This is an optimization exercise on Yosys and OpenROAD, whose aim is small area, not a production implementation. The RTL of this run was laid out without a check of its function. Power is estimated from default activity; no workload was simulated.

==> flow/design.v <==
module pctrl #(
   parameter [7:0]   ADDR = 8'd0
)(
   input             clk,
   input             nRst,
   input             rx,
   output reg        busy,
   output reg  [7:0] cnt,
   output reg        mine,
   output reg  [2:0] op
);
   wire last = mine ? (op[2:1] == 2'b01 ? (cnt == 8'd144) : (cnt == 8'd48))
                    : (cnt == 8'd59);
   always @(posedge clk or negedge nRst) begin
      if (!nRst)
         busy <= 1'b0;
      else if (!busy)
         busy <= !rx;
      else if (last)
         busy <= 1'b0;
   end
   always @(posedge clk) begin
      if (!busy) begin
         cnt   <= 8'd1;
         mine  <= 1'b1;
      end else begin
         cnt   <= cnt + 1'b1;
         if (cnt[7:4] == 4'd0 && cnt[3:0] != 4'd0 && cnt[3:0] <= 4'd8)
            if (rx != ADDR[cnt[2:0] - 3'd1]) mine <= 1'b0;
         if (cnt == 8'd9)  op[0] <= rx;
         if (cnt == 8'd10) op[1] <= rx;
         if (cnt == 8'd11) op[2] <= rx;
      end
   end
endmodule
module pdata(
   input             clk,
   input             nRst,
   input             rx,
   input             busy,
   input      [7:0]  cnt,
   input             mine,
   input      [2:0]  op,
   output            tx
);
   reg   [31:0]   d1;
   reg   [31:0]   d2;
   reg   [31:0]   l;
   reg   [31:0]   m;
   reg   [63:0]   up;
   reg            c;
   reg            z1, z2, za;
   reg            mul;
   reg   [5:0]    phi;
   wire  exec     = busy & mine & (cnt >= 8'd17);
   wire  out_d1   = exec & (op == 3'd0);
   wire  out_d2   = exec & (op == 3'd1);
   wire  out_res  = exec & (op[2:1] == 2'b01);
   wire  res_lo   = out_res & (cnt <= 8'd80);
   wire  start    = busy & mine & (cnt == 8'd12) & (op == 3'd5 || op == 3'd6);
   wire  clr      = start & (~op[1] | za);
   wire  s1       = mul | res_lo;
   wire  s2       = phi[5] & ~mul & ~out_res;
   wire  h        = ~s1 & ~s2 & ~clr;
   wire        b     = mul & d2[0] & ~z1 & ~z2;
   wire [32:0] ax    = {m[0], l};
   wire [32:0] ay    = {c, d1 & {32{b}}};
   wire [33:0] cy;
   wire [32:0] res;
   assign cy[0] = 1'b0;
   genvar i;
   generate
      for (i = 0; i < 33; i = i + 1) begin : fa
         assign res[i]  = ax[i] ^ ay[i] ^ cy[i];
         assign cy[i+1] = (ax[i] & ay[i]) | (cy[i] & (ax[i] ^ ay[i]));
      end
   endgenerate
   wire [33:0] sum   = {cy[33], res};
   wire [63:0] ring  = {m, l};
   wire [63:0] ring2 = {ring[1:0], ring[63:2]};
   wire        u_sh  = (out_res & ~res_lo & (cnt[1:0] == 2'd0)) | s2;
   wire        u_h   = ~u_sh & ~clr;
   wire [4:0]  uinc  = {1'b0, up[3:0]} + {4'd0, c};
   wire [3:0]  utop  = s2 ? uinc[3:0] : 4'd0;
   wire [1:0]  usel  = cnt[1:0] - 2'd1;
   wire        tap   = res_lo ? l[0] : up[usel];
   assign tx = (out_d1 & ~z1 & d1[0]) | (out_d2 & ~z2 & d2[0]) |
               (out_res & ~za & tap);
   always @(posedge clk) begin
      if (out_d1)       d1 <= {rx, d1[31:1]};
      if (out_d2)       d2 <= {rx, d2[31:1]};
      else if (mul)     d2 <= {d2[0], d2[31:1]};
      l  <= ({32{h}}  & l)
          | ({32{s1}} & res[32:1])
          | ({32{s2}} & ring2[31:0]);
      m  <= ({32{h}}  & m)
          | ({32{s1}} & {mul & res[0], m[31:1]})
          | ({32{s2}} & ring2[63:32]);
      up <= ({64{u_h}}  & up)
          | ({64{u_sh}} & {utop, up[63:4]});
      c  <= mul ? sum[33] : (s2 & uinc[4]);
   end
   always @(posedge clk or negedge nRst) begin
      if (!nRst) begin
         z1    <= 1'b1;
         z2    <= 1'b1;
         za    <= 1'b1;
         mul   <= 1'b0;
         phi   <= 6'd0;
      end else begin
         if (out_d1 && cnt == 8'd48) z1 <= 1'b0;
         if (out_d2 && cnt == 8'd48) z2 <= 1'b0;
         if (start)                  za <= 1'b0;
         if (start)
            mul <= 1'b1;
         else if (phi == 6'd31)
            mul <= 1'b0;
         if (s1)      phi <= phi + 6'd1;
         else if (s2) phi <= phi + 6'd2;
      end
   end
endmodule
module percept #(
   parameter [7:0]   ADDR = 8'd0
)(
   input             clk,
   input             nRst,
   input             rx,
   output            tx
);
   wire        busy;
   wire [7:0]  cnt;
   wire        mine;
   wire [2:0]  op;
   pctrl #(.ADDR(ADDR)) pctrl (
      .clk     (clk),
      .nRst    (nRst),
      .rx      (rx),
      .busy    (busy),
      .cnt     (cnt),
      .mine    (mine),
      .op      (op)
   );
   pdata pdata (
      .clk     (clk),
      .nRst    (nRst),
      .rx      (rx),
      .busy    (busy),
      .cnt     (cnt),
      .mine    (mine),
      .op      (op),
      .tx      (tx)
   );
endmodule
module bank(
   input             clk,
   input             nRst,
   input             rx,
   output            tx
);
   wire   [3:0] tx_i;
   percept #(.ADDR(8'd0)) p0 (.clk(clk), .nRst(nRst), .rx(rx), .tx(tx_i[0]));
   percept #(.ADDR(8'd1)) p1 (.clk(clk), .nRst(nRst), .rx(rx), .tx(tx_i[1]));
   percept #(.ADDR(8'd2)) p2 (.clk(clk), .nRst(nRst), .rx(rx), .tx(tx_i[2]));
   percept #(.ADDR(8'd4)) p3 (.clk(clk), .nRst(nRst), .rx(rx), .tx(tx_i[3]));
   assign tx = |tx_i;
endmodule
==> flow/run.sh <==
#!/bin/bash
# synth_recipe.tcl (not shown) runs the flow's synth.tcl, then flattens the netlist and writes it again
# the make line also repeats each setting of config.mk as NAME=value (left out here)
make -C /OpenROAD-flow-scripts/flow DESIGN_CONFIG=/design/flow/config.mk WORK_HOME=/design/flow/orfs CLKGATE_MAP_FILE= SYNTH_SCRIPT=/design/flow/synth_recipe.tcl finish
==> flow/config.mk <==
export PLATFORM = sky130hd
export DESIGN_NAME = bank
export DESIGN_NICKNAME = bank
export VERILOG_FILES = /design/flow/design.v
export SDC_FILE = /design/flow/constraint.sdc
export NUM_CORES = 4
export LEC_CHECK = 0
export CAP_MARGIN = 20
export CORE_MARGIN = 2
export CORE_UTILIZATION = 40
export PLACE_DENSITY = 0.6
export SLEW_MARGIN = 20
==> flow/constraint.sdc <==
create_clock -name core_clock -period 14.0 [get_ports {clk}]
set_input_delay 2.8000 -clock core_clock [delete_from_list [all_inputs] [get_ports {clk}]]
set_output_delay 2.8000 -clock core_clock [all_outputs]
set_load 0.01 [all_outputs]
==> flow_summary.yaml <==
grt:
  vias_in_the_first_global_route: 21016
  number_of_antenna_violations_at_the_first_check_in_global_routing: 0
  grt_pass1_wl_mm: 103.3
  globalRouteTotalUtil: 0.1334
  maximum_number_of_pins_on_one_net_before_global_route_repair: 122
  grt.overflow.total: 0
finish:
  area_growth_syn_to_layout_pct: 12.84
  multi_input_area_um2: 13150
  num_antenna_cells: 0
  finish.net_count: 3336
  final-seq-area_um2: 20210
  fillCellCount: 7982
  post_route_cells_drive_above_1_share: 0.1031
synthesis:
  synth_edf_count: 268
  yosys_most_used_dff: "dfxtp_1"
  ys.warnings.count: 5
  post_syn_nets: 3400
  postSynthAreaPerCell_um2: 10.80
  ys_top_cells_by_area: "dfxtp_1, edfxtp_1, fa_1"
  netlist-cell-type-count: 69
  yosysSeqAreaShare: 0.5797
  synth_top_cell_by_area: "dfxtp_1"
  postSynthCellCount: 3228
  netlist.area_leader.share: 0.3169
  synth-seq-cells: 864
  ys_async_sr_fraction: 0.05093
  synth_area_um2: 34870
setup_path:
  critical-path-top-cell-by-count: "fa_2"
  cp.required_ns: 14.51
  worstPathMaxFanout: 2
  reg2regPathDepth: 41
  critPathKind: "reg2reg"
  crit_path_end_kind: "flop"
  cpMaxStageDelayCell: "fa_1"
  timing.critical_path.arrival_ns: 13.90
  worst_setup_path_start_kind: "flop"
  max_stage_delay_ns: 0.43
timing:
  finalClockSkew_ns: 0.05401
  clock.fmax_mhz: 74.73
  timing.final.ws_setup_ns: 0.6181
  rsz0062_at_grt: "no"
  max_slew_margin: 0.3678
  setup_viol: 0
  timing_hold_violations_final: 0
  finalCritPeriodShare: 0.9558
  final_critical_delay_including_setup_and_external_delays_ns: 13.38
  report.final.slew_viol_count: 0
  tightestPinTransition_ns: 0.9482
die:
  ios: 4
  die_h_um: 299.3
  area_of_the_die_um2: 89560
  die_width_um: 299.3
  num_rows: 108
  floorplan_core_area_um2: 86620
  initial_utilization: 0.4026
pwr:
  design_power_total_uw: 5193
  vdd_ir_drop_max_uv: 92.10
  cellPowerDensity_nw_per_um2: 132.0
  leakage_uw: 0.01420
clock_tree:
  root_buffer: "clkbuf_16"
  clock_transition_time_at_the_flip_flop_clock_pins_of_the_worst_setup_and_hold_paths_ns: 0.06
  tritoncts: "built"
  htreeDepth: 3
  clock_sinks: 864
  worstSkewPairLatency_ns: 0.64
  clk_path_buf_depth: 3
  cts_buffers: 91
min_path:
  min-delay-path-class: "reg2reg"
  hold-path-cell-count: 0
routing:
  drc_errors: 0
  ant_nets: 0
  vias_per_cell: 5.062
  wl_mm: 59.42
  dr.first_iter.drc_count: 2322
  dr.pass1.iters: 14
  vias: 22251
  post_drt_wl_per_cell_um: 13.52
flow_run:
  maxCapViolations: 0
place:
  io_buffer_count: 3
  placement.setup.worst_slack_ns: -0.4925
  gp_congestion: 0.7548
  hpwl_detailed_mm: 34.24
status:
  outcome: "no timing/DRC/antenna violations"
==> worst paths after layout <==
path,start,endpoint,slack [ns]
min in group asynchronous,nRst,p0.pdata.phi[5],2.28
max,p2.pdata.z1,p2.pdata.l[31],0.62
max in group asynchronous,nRst,p3.pdata.mul,11.22
max reg2reg,p2.pdata.z1,p2.pdata.l[31],0.62
min,p0.pdata.d2[27],p0.pdata.d2[26],0.39
min reg2reg,p0.pdata.d2[27],p0.pdata.d2[26],0.39
==> registers in the layout, indices dropped and copies added, names as in the netlist, 32 cells and up <==
register	count
p0.pdata.up	64
p1.pdata.up	64
p2.pdata.up	64
p3.pdata.up	64
p0.pdata.d1	32
p0.pdata.d2	32
p0.pdata.l	32
p0.pdata.m	32
p1.pdata.d1	32
p1.pdata.d2	32
p1.pdata.l	32
p1.pdata.m	32
p2.pdata.d1	32
p2.pdata.d2	32
p2.pdata.l	32
p2.pdata.m	32
p3.pdata.d1	32
p3.pdata.d2	32
p3.pdata.l	32
p3.pdata.m	32
==> metal layers <==
metal  part of all wire  vias to the layer above  track usage  routed length (µm)
met5                  0                        -            0                   0
met4              0.025                        0      0.04167                1487
met3              0.037                       94      0.02319                2207
met2               0.42                      322       0.1952               25210
met1               0.51                    10724       0.2006               30510
li1                   -                    11111            -                   -
==> cells in the final DEF (no fill, tap or decap), types with 13 or more instances in the layout <==
cell type	n
nand3_1	23
a22o_1	17
clkinv_2	22
a221o_1	109
inv_1	289
buf_4	48
o21ai_1	13
a21oi_1	19
fa_1	51
dfxtp_1	552
edfxtp_1	268
nand4_1	15
ha_1	41
clkbuf_1	16
and2_1	62
fa_2	77
nand2_1	654
dfrtp_1	32
nor3_1	19
a222oi_1	147
o21ai_0	254
xnor2_1	28
clkbuf_16	95
nor2_1	130
nor2b_1	17
==> Yosys cell counts (all sizes together) (15+ instances only) <==
cell type and number:
clkbuf 166, buf 44, inv 290, fa 128, o21ai 269, a21oi 23
a22o 17, nor2 132, nor3 20, and2 64, dfxtp 552, dfrtp 32
nor2b 17, xnor2 28, ha 41, nand3 23, nand2 656, nand4 15
a221o 109, edfxtp 268, a222oi 147
==> power breakdown <==
group          internal, µW  leakage, µW  switching (µW)
Sequential             2620      0.00743            41.8
Combinational          58.1      0.00529             101
Clock                  1370      0.00148            1000
==> cells by family (layout without fill, tap and decap cells) <==
family,after synthesis,in the layout,synth area share
and+or+nand+nor,1007,1007,0.1255
DFF,864,864,0.5797
AOI/OAI and AO/OA,637,637,0.1368
buffers and inverters,500,513,0.05497
adders and majority gates,169,169,0.08819
xor gates and xnor gates,40,40,0.01005
muxes,11,11,0.004772
==> per-stage QoR <==
stage	cells	TNS (ns)	util	hold slack, ns	area, µm²
final	4396	0	0.4543	0.3949	39350
after CTS	4394	0	0.4527	0.3845	39210
after global routing	4396	0	0.4543	0.4028	39350
after floorplan	3228	-0.03270	-	0.4003	35000
after global placement	4224	-0.6039	0.4168	0.4011	36100
after detailed placement	4224	-1.268	0.4169	0.4045	36110
==> layout make-up <==
type | count | share of cell area
flip-flops and latches | 864 | 0.5137
multi-input cells | 1864 | 0.3343
clock buffers | 123 | 0.06613
well taps | 1155 | 0.03672
inverters | 290 | 0.02766
repair buffers | 53 | 0.01100
clock inverters | 47 | 0.01052
==> what timing repair did <==
item                       in CTS  in global routing
setup buffers                   0                  0
setup endpoints to repair       5                  7
pin swaps                       0                  6
resized for setup              32                 35
hold endpoints to repair        0                  0
hold buffers                    0                  0
cloned                          0                  0
==> critical path, delay by kind of cell, from the launching register on <==
kind            cells  cell delay, ns
fa+ha+maj          33           11.80
flops               1            0.38
compound gates      1            0.28
buf+inv             5            0.34
simple gates        2            0.45

==> re-timing with driven ports <==
In the flow no input, the clock included, has a driving cell. The finished layout below was timed again as built, in two steps. Step 1: set_driving_cell puts a clkbuf_16 on clk and a buf_2 on each other input, an assumption about the parent block. Step 2 also shifts input and output timing later by t, the mid clock arrival at the registers, as if the neighbouring blocks saw the same clock. Three values: no drivers, after step 1, after step 2; two values: the first two.
t, ns: 0.679
setup WS [ns]: 0.618 / 0.618 / 0.618
latest minus earliest clock arrival (ns): 0.055 / 0.055
slew at the worst register clock pin (ns): 0.07 / 0.07
pins driven straight from the clock port: 1
After both steps setup and hold are still met in this run. The setup slack of this run moves by 0.000 ns with the drivers and by 0.000 ns with both steps.
